This is an optimization exercise on Yosys and OpenROAD, whose aim is small area, a short achievable clock period and few clock cycles per item, not a production implementation.
RTL that was checked went through simulation tests only; none was proved equivalent to the original.
No activity file was given, so power comes from the tool's default toggle rates.

==> inputs of exp/harbor <==
==> flow/design.v (excerpt) <==
module  CONV(
	input				clk,
	input				rst_n,
	input 				mode,
	input       		in_valid,
	output reg			out_valid,
	output 		[13:0] 	AWADDR,
	output		 [7:0] 	AWLEN,
	output 				AWVALID,
	input 				AWREADY,
	output reg  [31:0]	WDATA,
	output 				WVALID,
	input 				WREADY,
	output 		[13:0] 	ARADDR,
	output 		 [7:0] 	ARLEN,
	output 				ARVALID,
	input 				ARREADY,
	input		[31:0] 	RDATA,
	input 				RVALID,
	output reg			RREADY
);
reg			mode_r;
wire [5:0]	dd = mode_r ? 6'd2 : 6'd1;
reg			ar_on;
reg  [5:0]	ar_y, ar_c;
reg  [1:0]	ar_e;		 
reg  [13:0]	ar_a;
wire		ar_v0n = (ar_y == 6'd0) || (mode_r && ar_y == 6'd1);
wire		ar_v2  = !((ar_y == 6'd63) || (mode_r && ar_y == 6'd62));
wire		ar_v3  = ar_y[0] && ((!ar_c[0] && ar_c != 6'd0) || ar_c == 6'd63);
wire [5:0]	ar_y1 = ar_y + 6'd1;
wire		ar_nv0n = (ar_y1 == 6'd0) || (mode_r && ar_y1 == 6'd1);
wire		ar_newcol = (ar_e == 2'd3) || (ar_e == 2'd2 && !ar_v3) || (ar_e == 2'd1 && !ar_v2 && !ar_v3);
reg  [5:0]	an_y, an_c;
reg  [1:0]	an_e;
reg			an_on;
always @(*) begin
	an_y = ar_y; an_c = ar_c; an_e = ar_e; an_on = ar_on;
	if (ar_newcol) begin
		if (ar_c == 6'd63) begin
			an_c = 6'd0;
			if (ar_y == 6'd63) an_on = 1'b0;
			else begin an_y = ar_y1; an_e = ar_nv0n ? 2'd1 : 2'd0; end
		end else begin
			an_c = ar_c + 6'd1;
			an_e = ar_v0n ? 2'd1 : 2'd0;
		end
	end else if (ar_e == 2'd0) an_e = 2'd1;
	else if (ar_e == 2'd1 && ar_v2) an_e = 2'd2;
	else an_e = 2'd3;
end
  ...
export LEC_CHECK = 0
export CAP_MARGIN = 5
export CORE_MARGIN = 2
export CORE_UTILIZATION = 55
export CTS_BUF_LIST = sky130_fd_sc_hd__clkbuf_4 sky130_fd_sc_hd__clkbuf_8
export PLACE_DENSITY = 0.7
export SETUP_SLACK_MARGIN = 4.6
export SLEW_MARGIN = 5
create_clock -name core_clock -period 8.0 [get_ports {clk}]
run.sh (not shown) runs the stock make flow with config.mk's settings and CLKGATE_MAP_FILE= SYNTH_SCRIPT=/design/flow/synth_recipe.tcl, a recipe that flattens the netlist after the stock synthesis.
==> exp/lagoon: changes against exp/harbor <==
- CAP_MARGIN: 5 -> 20
- CORE_UTILIZATION: 55 -> 40
- CTS_BUF_LIST: sky130_fd_sc_hd__clkbuf_4 sky130_fd_sc_hd__clkbuf_8 -> not set
- PLACE_DENSITY: 0.7 -> not set
- SLEW_MARGIN: 5 -> 20
==> out/qor.csv <==
metric;value;unit
grt_max_degree;94;
grt.met2_usage;0.3317;
share_of_cells_above_drive_strength_1;0.1918;
pre_cts_ws;3.029;ns
register_share_of_the_cell_area;0.4587;
status;finished clean;
via_count;21310;
worst_r2r_endpoint;tc[20];
fraction_of_area_in_multi_input_gates;0.3467;
(the above is from exp/lagoon)
==> out/qor.csv <==
metric;value;unit
status;finished clean;
starting_utilization_of_the_core_area;0.5579;
net_count_of_the_finished_layout;3293;
met1_usage;0.3456;
fraction_of_area_in_multi_input_gates;0.3523;
grt.met2_usage;0.4232;
via_count;21610;
setup.worst_path.end;tc[18];
detail_route.first_pass.iterations;8;
synthXorXnorAreaFrac;0.02047;
pre_cts_ws;3.025;ns
share_of_cells_above_drive_strength_1;0.1946;
wl_per_cell;21.24;microns
placed_cells_incl_taps;3483;
register_share_of_the_cell_area;0.4687;
(the above is from exp/harbor)
Testbench counts of exp/harbor, summed over its fixed seeds: cycles 224,425, images 12.
Testbench counts of exp/lagoon, summed over its fixed seeds: cycles 224,425, images 12.

* * *

==> v20 <==
Another version of the RTL of CONV (not shown whole).
Settings: LEC_CHECK=0, CAP_MARGIN=20, CORE_MARGIN=2, CORE_UTILIZATION=40, SETUP_SLACK_MARGIN=4.6, SLEW_MARGIN=20; clock period 8.0 ns.
==> inputs of v38, as changes to v20 <==
--- a/flow/design.v
+++ b/flow/design.v
@@ -25,11 +25,11 @@
 reg  [5:0]	ar_y, ar_c;
 reg  [1:0]	ar_e;		 
 reg  [13:0]	ar_a;
 wire		ar_v0n = (ar_y == 6'd0) || (mode_r && ar_y == 6'd1);
 wire		ar_v2  = !((ar_y == 6'd63) || (mode_r && ar_y == 6'd62));
-wire		ar_v3  = ar_y[0] && ar_c[0];
+wire		ar_v3  = ar_y[0] && ((!ar_c[0] && ar_c != 6'd0) || ar_c == 6'd63);
 wire [5:0]	ar_y1 = ar_y + 6'd1;
 wire		ar_nv0n = (ar_y1 == 6'd0) || (mode_r && ar_y1 == 6'd1);
 wire		ar_newcol = (ar_e == 2'd3) || (ar_e == 2'd2 && !ar_v3) || (ar_e == 2'd1 && !ar_v2 && !ar_v3);
 reg  [5:0]	an_y, an_c;
 reg  [1:0]	an_e;
@@ -48,11 +48,11 @@
 	end else if (ar_e == 2'd0) an_e = 2'd1;
 	else if (ar_e == 2'd1 && ar_v2) an_e = 2'd2;
 	else an_e = 2'd3;
 end
 wire [5:0]	an_row = (an_e == 2'd0) ? an_y - dd : (an_e == 2'd2) ? an_y + dd : an_y;
-wire [13:0]	an_a = (an_e == 2'd3) ? {4'b1000, an_y[5:1], an_c[5:1]} : {2'b00, an_row, an_c};
+wire [13:0]	an_a = (an_e == 2'd3) ? {4'b1000, an_y[5:1], an_c[0] ? 5'd31 : an_c[5:1] - 5'd1} : {2'b00, an_row, an_c};
 assign ARADDR = ar_a;
 assign ARLEN = 8'd0;
 assign ARVALID = ar_on;
 always @(posedge clk or negedge rst_n) begin
 	if (!rst_n) begin
@@ -66,11 +66,11 @@
 reg			rs_on;
 reg  [5:0]	rs_y, rs_c;
 reg  [1:0]	rs_e;
 wire		rs_v0n = (rs_y == 6'd0) || (mode_r && rs_y == 6'd1);
 wire		rs_v2  = !((rs_y == 6'd63) || (mode_r && rs_y == 6'd62));
-wire		rs_v3  = rs_y[0] && rs_c[0];
+wire		rs_v3  = rs_y[0] && ((!rs_c[0] && rs_c != 6'd0) || rs_c == 6'd63);
 wire [5:0]	rs_y1 = rs_y + 6'd1;
 wire		rs_nv0n = (rs_y1 == 6'd0) || (mode_r && rs_y1 == 6'd1);
 wire		rs_newcol = (rs_e == 2'd3) || (rs_e == 2'd2 && !rs_v3) || (rs_e == 2'd1 && !rs_v2 && !rs_v3);
 wire		rs_colend = (rs_e == 2'd2) || (rs_e == 2'd1 && !rs_v2);
 reg  [5:0]	rn_y, rn_c;
@@ -93,14 +93,14 @@
 end
 reg			c5f;		 
 reg			f3, f4;		 
 reg  [11:0]	p_n;		 
 wire		p_oddeven = p_n[6] && !p_n[0];
-reg  [1:0]	tmpf;		 
-reg  [31:0]	tmp0, tmp1;
-wire		p_tf = p_n[1] ? tmpf[1] : tmpf[0];
-wire [31:0]	p_tmp = p_n[1] ? tmp1 : tmp0;
+reg			tmpf;		 
+reg  [31:0]	tmp;
+wire		p_tf = tmpf;
+wire [31:0]	p_tmp = tmp;
 reg  [287:0] win;		 
 wire		r_acc = RVALID && RREADY;
 wire		r_pix = r_acc && (rs_e != 2'd3);
 always @(posedge clk or negedge rst_n) begin
 	if (!rst_n) begin
@@ -110,12 +110,11 @@
 	end else if (r_acc) begin
 		rs_on <= rn_on; rs_y <= rn_y; rs_c <= rn_c; rs_e <= rn_e;
 	end
 end
 always @(posedge clk) begin
-	if (r_acc && rs_e == 2'd3 && !rs_c[1]) tmp0 <= RDATA;
-	if (r_acc && rs_e == 2'd3 && rs_c[1]) tmp1 <= RDATA;
+	if (r_acc && rs_e == 2'd3) tmp <= RDATA;
 end
 reg  [1:0]	pc;			 
 reg  [1:0]	ph;			 
 reg			act;		 
 reg  [1:0]	j;			 
@@ -128,12 +127,12 @@
 reg  [35:0]	dgr;
 reg  [26-1:0] ts, tc;
 reg  [36:0]	acc;
 reg			rv;			 
 reg			wv, pm, wm, fin;
-wire		can_push_r = !pm && !wv && !(p_oddeven && !p_tf);
-wire		frz = rv && v1 && f1 && !can_push_r;
+wire		can_push = !pm && (!wv || WREADY) && !(p_oddeven && !p_tf);
+wire		frz = rv && v1 && f1 && !can_push;
 wire [1:0]	pc_need = mode_r ? 2'd2 : 2'd1;
 wire		pc_done = (pc == pc_need);
 wire		col_rdy = mode_r ? c5f : f3;
 wire		q_empty = !c5f && (mode_r || (!f3 && !f4));
 wire		phantom = !rs_on && q_empty && (ph != pc_need) && pc_done;
@@ -144,32 +143,32 @@
 wire		en3 = mode_r ? shift : mv3;
 wire		en4 = mode_r ? shift : mv4;
 wire [11:0]	e_n1 = e_n + 12'd1;
 wire		push;
 reg			c5f_n;
-reg  [1:0]	tmpf_n;
+reg			tmpf_n;
 always @(*) begin
 	c5f_n = c5f;
 	if (en4) c5f_n = 1'b0;
 	else if (r_pix && rs_colend) c5f_n = 1'b1;
 	tmpf_n = tmpf;
-	if (push && p_oddeven) tmpf_n[p_n[1]] = 1'b0;
-	if (r_acc && rs_e == 2'd3) tmpf_n[rs_c[1]] = 1'b1;
+	if (push && p_oddeven) tmpf_n = 1'b0;
+	if (r_acc && rs_e == 2'd3) tmpf_n = 1'b1;
 end
 wire		f4_n = mv4 ? 1'b1 : (mv3 ? 1'b0 : f4);
 wire		act_n = frz ? act : (act ? ((j == 2'd0) ? start_out : 1'b1) : start_out);
 wire [1:0]	j_n = frz ? j : (start_out ? 2'd3 : (act ? j - 2'd1 : j));
 wire		rv_n = (!frz && v1 && l1) ? 1'b1 : (push ? 1'b0 : rv);
 wire		c5go_n = mode_r ? ((!act_n || j_n == 2'd0) && !rv_n) : !f4_n;
 wire		c5free_n = !c5f_n || c5go_n;
-wire		rr_n = rn_on && ((rn_e == 2'd3) ? !(rn_c[1] ? tmpf_n[1] : tmpf_n[0]) : c5free_n);
-wire		rr_keep = rs_on && ((rs_e == 2'd3) ? !(rs_c[1] ? tmpf_n[1] : tmpf_n[0]) : c5free_n);
+wire		rr_n = rn_on && ((rn_e == 2'd3) ? !tmpf_n : c5free_n);
+wire		rr_keep = rs_on && ((rs_e == 2'd3) ? !tmpf_n : c5free_n);
 always @(posedge clk or negedge rst_n) begin
 	if (!rst_n) begin
-		c5f <= 1'b0; tmpf <= 2'b00; RREADY <= 1'b0; f3 <= 1'b0; f4 <= 1'b0;
+		c5f <= 1'b0; tmpf <= 1'b0; RREADY <= 1'b0; f3 <= 1'b0; f4 <= 1'b0;
 	end else if (in_valid) begin
-		c5f <= 1'b0; tmpf <= 2'b00; RREADY <= 1'b0; f3 <= 1'b0; f4 <= 1'b0;
+		c5f <= 1'b0; tmpf <= 1'b0; RREADY <= 1'b0; f3 <= 1'b0; f4 <= 1'b0;
 	end else begin
 		c5f <= c5f_n; tmpf <= tmpf_n;
 		f3 <= mv3 ? 1'b1 : (shift ? 1'b0 : f3);
 		f4 <= mv4 ? 1'b1 : (mv3 ? 1'b0 : f4);
 		RREADY <= r_acc ? rr_n : rr_keep;
@@ -680,11 +679,10 @@
 always @(posedge clk) begin
 	if (!frz && v1) acc <= acc_base + {{(37-26){1'b0}}, ts} + {{(37-26){1'b0}}, tc};
 end
 reg  [31:0]	mx;
 wire [31:0]	relu = acc[36] ? 32'd0 : acc[31:0];
-wire		can_push = !pm && (!wv || WREADY) && !(p_oddeven && !p_tf);
 assign		push = rv && can_push;
 wire [31:0]	other = p_n[0] ? mx : p_tmp;
 wire		o_gt = acc[36] || (other > acc[31:0]);
 wire [31:0]	cmpv = o_gt ? other : acc[31:0];
 wire [31:0]	mx_new = (p_n[0] || p_n[6]) ? cmpv : relu;
==> flow/config.mk (replaced) <==
export PLATFORM = sky130hd
export DESIGN_NAME = CONV
export DESIGN_NICKNAME = CONV
export VERILOG_FILES = /design/flow/design.v
export SDC_FILE = /design/flow/constraint.sdc
export NUM_CORES = 4
export LEC_CHECK = 0
export CAP_MARGIN = 5
export CORE_MARGIN = 2
export CORE_UTILIZATION = 40
export CTS_BUF_LIST = sky130_fd_sc_hd__clkbuf_4 sky130_fd_sc_hd__clkbuf_8
export SETUP_SLACK_MARGIN = 4.6
export SLEW_MARGIN = 5
==> comparison table <==
quantity                                                                                v20                        v38
Clock latency reported for the late side of the worst-skew pair                      630 ps                     780 ps
Outcome                                                             complete, no violations    complete, no violations
Die Y                                                                              302.2 um                   294.7 um
Flip-flop and latch share of the layout cell area                                    46.52%                     46.50%
Met1 layer usage reported by global route                                            25.01%                     24.24%
Skew final                                                                         40.56 ps                   82.24 ps
Vias per inst                                                                         5.256                      5.159
Fraction of layout cells with a size suffix above 1                                  18.33%                     18.91%
Share of the synthesized area in the top cell type                                   46.51%                     46.11%
Clock tree root driver cell                                      sky130_fd_sc_hd__clkbuf_16  sky130_fd_sc_hd__clkbuf_8
Core outline area                                                             0.08824 sq mm              0.08369 sq mm
Well Taps                                                                             1,165                      1,134
Count of state elements after synthesis                                                 673                        640
Testbench counts of v38, summed over its fixed seeds: cycles 224,425, images 12.
No functional check of the RTL was part of v20.

* * *

==> fjord <==
CONV with an RTL version that a note above also has.
Settings: LEC_CHECK=0, CAP_MARGIN=20, CORE_MARGIN=2, CORE_UTILIZATION=60, CTS_BUF_LIST=sky130_fd_sc_hd__clkbuf_4 sky130_fd_sc_hd__clkbuf_8, PLACE_DENSITY=0.75, SETUP_SLACK_MARGIN=4.6, SLEW_MARGIN=20; clock period 8.0 ns.
==> harbor (differences from fjord) <==
--- a/flow/design.v
+++ b/flow/design.v
@@ -715,28 +715,25 @@
 	end
 end
 assign WVALID = wv;
 reg			aw_on, aw_l1;
 reg  [11:0]	aw_n;
-reg  [13:0]	aw_a;
 assign AWVALID = aw_on;
 assign AWLEN = 8'd0;
-assign AWADDR = aw_a;
+assign AWADDR = aw_l1 ? {4'b1000, aw_n[11:7], aw_n[5:1]} : {2'b01, aw_n};
 wire [11:0]	aw_n1 = aw_n + 12'd1;
 always @(posedge clk or negedge rst_n) begin
 	if (!rst_n) begin
-		aw_on <= 1'b0; aw_l1 <= 1'b0; aw_n <= 12'd0; aw_a <= 14'd0;
+		aw_on <= 1'b0; aw_l1 <= 1'b0; aw_n <= 12'd0;
 	end else if (in_valid) begin
-		aw_on <= 1'b1; aw_l1 <= 1'b0; aw_n <= 12'd0; aw_a <= 14'h1000;
+		aw_on <= 1'b1; aw_l1 <= 1'b0; aw_n <= 12'd0;
 	end else if (aw_on && AWREADY) begin
 		if (!aw_l1 && aw_n[0]) begin
 			aw_l1 <= 1'b1;
-			aw_a <= {4'b1000, aw_n[11:7], aw_n[5:1]};
 		end else begin
 			aw_l1 <= 1'b0;
 			aw_n <= aw_n1;
-			aw_a <= {2'b01, aw_n1};
 			if (aw_n == 12'd4095) aw_on <= 1'b0;
 		end
 	end
 end
 always @(posedge clk or negedge rst_n) begin
--- a/flow/config.mk
+++ b/flow/config.mk
@@ -5,10 +5,9 @@
 export SDC_FILE = /design/flow/constraint.sdc
 export NUM_CORES = 4
 export LEC_CHECK = 0
 export CAP_MARGIN = 20
 export CORE_MARGIN = 2
-export CORE_UTILIZATION = 60
+export CORE_UTILIZATION = 40
 export CTS_BUF_LIST = sky130_fd_sc_hd__clkbuf_4 sky130_fd_sc_hd__clkbuf_8
-export PLACE_DENSITY = 0.75
 export SETUP_SLACK_MARGIN = 4.6
 export SLEW_MARGIN = 20
==> cedar (differences from fjord) <==
--- a/flow/design.v
+++ b/flow/design.v
@@ -25,11 +25,11 @@
 reg  [5:0]	ar_y, ar_c;
 reg  [1:0]	ar_e;		 
 reg  [13:0]	ar_a;
 wire		ar_v0n = (ar_y == 6'd0) || (mode_r && ar_y == 6'd1);
 wire		ar_v2  = !((ar_y == 6'd63) || (mode_r && ar_y == 6'd62));
-wire		ar_v3  = ar_y[0] && ((!ar_c[0] && ar_c != 6'd0) || ar_c == 6'd63);
+wire		ar_v3  = ar_y[0] && ar_c[0];
 wire [5:0]	ar_y1 = ar_y + 6'd1;
 wire		ar_nv0n = (ar_y1 == 6'd0) || (mode_r && ar_y1 == 6'd1);
 wire		ar_newcol = (ar_e == 2'd3) || (ar_e == 2'd2 && !ar_v3) || (ar_e == 2'd1 && !ar_v2 && !ar_v3);
 reg  [5:0]	an_y, an_c;
 reg  [1:0]	an_e;
@@ -48,11 +48,11 @@
 	end else if (ar_e == 2'd0) an_e = 2'd1;
 	else if (ar_e == 2'd1 && ar_v2) an_e = 2'd2;
 	else an_e = 2'd3;
 end
 wire [5:0]	an_row = (an_e == 2'd0) ? an_y - dd : (an_e == 2'd2) ? an_y + dd : an_y;
-wire [13:0]	an_a = (an_e == 2'd3) ? {4'b1000, an_y[5:1], an_c[0] ? 5'd31 : an_c[5:1] - 5'd1} : {2'b00, an_row, an_c};
+wire [13:0]	an_a = (an_e == 2'd3) ? {4'b1000, an_y[5:1], an_c[5:1]} : {2'b00, an_row, an_c};
 assign ARADDR = ar_a;
 assign ARLEN = 8'd0;
 assign ARVALID = ar_on;
 always @(posedge clk or negedge rst_n) begin
 	if (!rst_n) begin
@@ -66,11 +66,11 @@
 reg			rs_on;
 reg  [5:0]	rs_y, rs_c;
 reg  [1:0]	rs_e;
 wire		rs_v0n = (rs_y == 6'd0) || (mode_r && rs_y == 6'd1);
 wire		rs_v2  = !((rs_y == 6'd63) || (mode_r && rs_y == 6'd62));
-wire		rs_v3  = rs_y[0] && ((!rs_c[0] && rs_c != 6'd0) || rs_c == 6'd63);
+wire		rs_v3  = rs_y[0] && rs_c[0];
 wire [5:0]	rs_y1 = rs_y + 6'd1;
 wire		rs_nv0n = (rs_y1 == 6'd0) || (mode_r && rs_y1 == 6'd1);
 wire		rs_newcol = (rs_e == 2'd3) || (rs_e == 2'd2 && !rs_v3) || (rs_e == 2'd1 && !rs_v2 && !rs_v3);
 wire		rs_colend = (rs_e == 2'd2) || (rs_e == 2'd1 && !rs_v2);
 reg  [5:0]	rn_y, rn_c;
@@ -93,14 +93,14 @@
 end
 reg			c5f;		 
 reg			f3, f4;		 
 reg  [11:0]	p_n;		 
 wire		p_oddeven = p_n[6] && !p_n[0];
-reg			tmpf;		 
-reg  [31:0]	tmp;
-wire		p_tf = tmpf;
-wire [31:0]	p_tmp = tmp;
+reg  [1:0]	tmpf;		 
+reg  [31:0]	tmp0, tmp1;
+wire		p_tf = p_n[1] ? tmpf[1] : tmpf[0];
+wire [31:0]	p_tmp = p_n[1] ? tmp1 : tmp0;
 reg  [287:0] win;		 
 wire		r_acc = RVALID && RREADY;
 wire		r_pix = r_acc && (rs_e != 2'd3);
 always @(posedge clk or negedge rst_n) begin
 	if (!rst_n) begin
@@ -110,11 +110,12 @@
 	end else if (r_acc) begin
 		rs_on <= rn_on; rs_y <= rn_y; rs_c <= rn_c; rs_e <= rn_e;
 	end
 end
 always @(posedge clk) begin
-	if (r_acc && rs_e == 2'd3) tmp <= RDATA;
+	if (r_acc && rs_e == 2'd3 && !rs_c[1]) tmp0 <= RDATA;
+	if (r_acc && rs_e == 2'd3 && rs_c[1]) tmp1 <= RDATA;
 end
 reg  [1:0]	pc;			 
 reg  [1:0]	ph;			 
 reg			act;		 
 reg  [1:0]	j;			 
@@ -127,12 +128,12 @@
 reg  [35:0]	dgr;
 reg  [26-1:0] ts, tc;
 reg  [36:0]	acc;
 reg			rv;			 
 reg			wv, pm, wm, fin;
-wire		can_push = !pm && (!wv || WREADY) && !(p_oddeven && !p_tf);
-wire		frz = rv && v1 && f1 && !can_push;
+wire		can_push_r = !pm && !wv && !(p_oddeven && !p_tf);
+wire		frz = rv && v1 && f1 && !can_push_r;
 wire [1:0]	pc_need = mode_r ? 2'd2 : 2'd1;
 wire		pc_done = (pc == pc_need);
 wire		col_rdy = mode_r ? c5f : f3;
 wire		q_empty = !c5f && (mode_r || (!f3 && !f4));
 wire		phantom = !rs_on && q_empty && (ph != pc_need) && pc_done;
@@ -143,32 +144,32 @@
 wire		en3 = mode_r ? shift : mv3;
 wire		en4 = mode_r ? shift : mv4;
 wire [11:0]	e_n1 = e_n + 12'd1;
 wire		push;
 reg			c5f_n;
-reg			tmpf_n;
+reg  [1:0]	tmpf_n;
 always @(*) begin
 	c5f_n = c5f;
 	if (en4) c5f_n = 1'b0;
 	else if (r_pix && rs_colend) c5f_n = 1'b1;
 	tmpf_n = tmpf;
-	if (push && p_oddeven) tmpf_n = 1'b0;
-	if (r_acc && rs_e == 2'd3) tmpf_n = 1'b1;
+	if (push && p_oddeven) tmpf_n[p_n[1]] = 1'b0;
+	if (r_acc && rs_e == 2'd3) tmpf_n[rs_c[1]] = 1'b1;
 end
 wire		f4_n = mv4 ? 1'b1 : (mv3 ? 1'b0 : f4);
 wire		act_n = frz ? act : (act ? ((j == 2'd0) ? start_out : 1'b1) : start_out);
 wire [1:0]	j_n = frz ? j : (start_out ? 2'd3 : (act ? j - 2'd1 : j));
 wire		rv_n = (!frz && v1 && l1) ? 1'b1 : (push ? 1'b0 : rv);
 wire		c5go_n = mode_r ? ((!act_n || j_n == 2'd0) && !rv_n) : !f4_n;
 wire		c5free_n = !c5f_n || c5go_n;
-wire		rr_n = rn_on && ((rn_e == 2'd3) ? !tmpf_n : c5free_n);
-wire		rr_keep = rs_on && ((rs_e == 2'd3) ? !tmpf_n : c5free_n);
+wire		rr_n = rn_on && ((rn_e == 2'd3) ? !(rn_c[1] ? tmpf_n[1] : tmpf_n[0]) : c5free_n);
+wire		rr_keep = rs_on && ((rs_e == 2'd3) ? !(rs_c[1] ? tmpf_n[1] : tmpf_n[0]) : c5free_n);
 always @(posedge clk or negedge rst_n) begin
 	if (!rst_n) begin
-		c5f <= 1'b0; tmpf <= 1'b0; RREADY <= 1'b0; f3 <= 1'b0; f4 <= 1'b0;
+		c5f <= 1'b0; tmpf <= 2'b00; RREADY <= 1'b0; f3 <= 1'b0; f4 <= 1'b0;
 	end else if (in_valid) begin
-		c5f <= 1'b0; tmpf <= 1'b0; RREADY <= 1'b0; f3 <= 1'b0; f4 <= 1'b0;
+		c5f <= 1'b0; tmpf <= 2'b00; RREADY <= 1'b0; f3 <= 1'b0; f4 <= 1'b0;
 	end else begin
 		c5f <= c5f_n; tmpf <= tmpf_n;
 		f3 <= mv3 ? 1'b1 : (shift ? 1'b0 : f3);
 		f4 <= mv4 ? 1'b1 : (mv3 ? 1'b0 : f4);
 		RREADY <= r_acc ? rr_n : rr_keep;
@@ -679,10 +680,11 @@
 always @(posedge clk) begin
 	if (!frz && v1) acc <= acc_base + {{(37-26){1'b0}}, ts} + {{(37-26){1'b0}}, tc};
 end
 reg  [31:0]	mx;
 wire [31:0]	relu = acc[36] ? 32'd0 : acc[31:0];
+wire		can_push = !pm && (!wv || WREADY) && !(p_oddeven && !p_tf);
 assign		push = rv && can_push;
 wire [31:0]	other = p_n[0] ? mx : p_tmp;
 wire		o_gt = acc[36] || (other > acc[31:0]);
 wire [31:0]	cmpv = o_gt ? other : acc[31:0];
 wire [31:0]	mx_new = (p_n[0] || p_n[6]) ? cmpv : relu;
--- a/flow/config.mk
+++ b/flow/config.mk
@@ -6,9 +6,8 @@
 export NUM_CORES = 4
 export LEC_CHECK = 0
 export CAP_MARGIN = 20
 export CORE_MARGIN = 2
 export CORE_UTILIZATION = 60
-export CTS_BUF_LIST = sky130_fd_sc_hd__clkbuf_4 sky130_fd_sc_hd__clkbuf_8
 export PLACE_DENSITY = 0.75
 export SETUP_SLACK_MARGIN = 4.6
 export SLEW_MARGIN = 20
==> notes <==
- Utilization: harbor is lower than cedar (21 points).
- Worst hold slack: fjord > cedar > harbor.
- Sequential cell count, highest first: cedar, fjord, harbor.
- Of cedar and harbor, cedar has the higher critical path depth (gap 3).
- Fmax: fjord is larger than cedar (0.32%).
- Area after synthesis: fjord < harbor < cedar.
- Clock power: cedar > harbor > fjord.
- In fjord the first-iteration DRC count is larger than in harbor, by 21%.
==> figures <==
                                                                            cedar       fjord      harbor
Run status                                       no timing/DRC/antenna violations  no timing/DRC/antenna violations  no timing/DRC/antenna violations
Fraction of power consumed by the clock network                             37.7%       34.8%       35.6%
Clock network share of area                                                 5.43%       5.28%       5.17%
Setup skew after layout                                                   25.8 ps     71.8 ps     68.3 ps
First-pass GRT wire length                                              129000 um   123000 um   132000 um
Total clock buffers created by CTS                                             71         102         105
Logic power comb                                                          1.18 mW     1.26 mW     1.24 mW
Depth of the critical timing path with buffers and inverters included          12           9           9
Share of power burned in combinational logic                                13.9%       15.8%       15.6%
Drt wl/cell                                                               21.9 um     21.5 um     20.2 um
Sequential Power                                                          4.12 mW     3.96 mW     3.90 mW
Rel. slew slack                                                             27.1%       40.9%       37.9%
Top metal layer carrying routed signals                                      met5        met4        met4
Share of the synthesized area in compound gates (AO/OA/AOI/OAI)             9.35%       9.67%       9.88%
Antenna cell count                                                              2           1           0
Buf+Inv Stages, Crit Path                                                       2           4           4
Largest stage delay, worst path                                            520 ps      600 ps      550 ps
Testbench counts of fjord, summed over its fixed seeds: cycles 224,425, images 12.
For harbor and cedar, only the layout was checked, not whether the RTL still works.

re-timing with driven ports:
In the flow no input, the clock included, has a driving cell. The finished layouts below were timed again as built, in two steps.
Step 1: set_driving_cell puts a clkbuf_16 on clk and a buf_2 on each other input, an assumption about the parent block.
Step 2, shift: input delay + t, output delay - t, t = (earliest + latest rising clock arrival at the registers) / 2. This alone moves slack from input paths to output paths.
a / b / c = no drivers / after step 1 / after step 2; a / b = the first two.
run	t (ns)	setup WS [ns]	latest minus earliest clock arrival (ns)
exp/harbor	0.770	4.466 / 4.466 / 3.865	0.083 / 0.083
exp/lagoon	0.673	4.439 / 4.439 / 4.029	0.040 / 0.040
v20	0.671	4.387 / 4.387 / 4.061	0.043 / 0.043
v38	0.793	4.536 / 4.536 / 3.950	0.084 / 0.085
fjord	0.768	4.417 / 4.417 / 4.206	0.075 / 0.075
harbor	0.764	4.375 / 4.375 / 3.966	0.087 / 0.087
cedar	0.680	4.405 / 4.405 / 4.181	0.026 / 0.026
After both steps every run listed still meets setup and hold. For exp/harbor, which loses most, drivers alone change the setup slack by 0.000 ns; drivers and shift together by -0.601 ns.
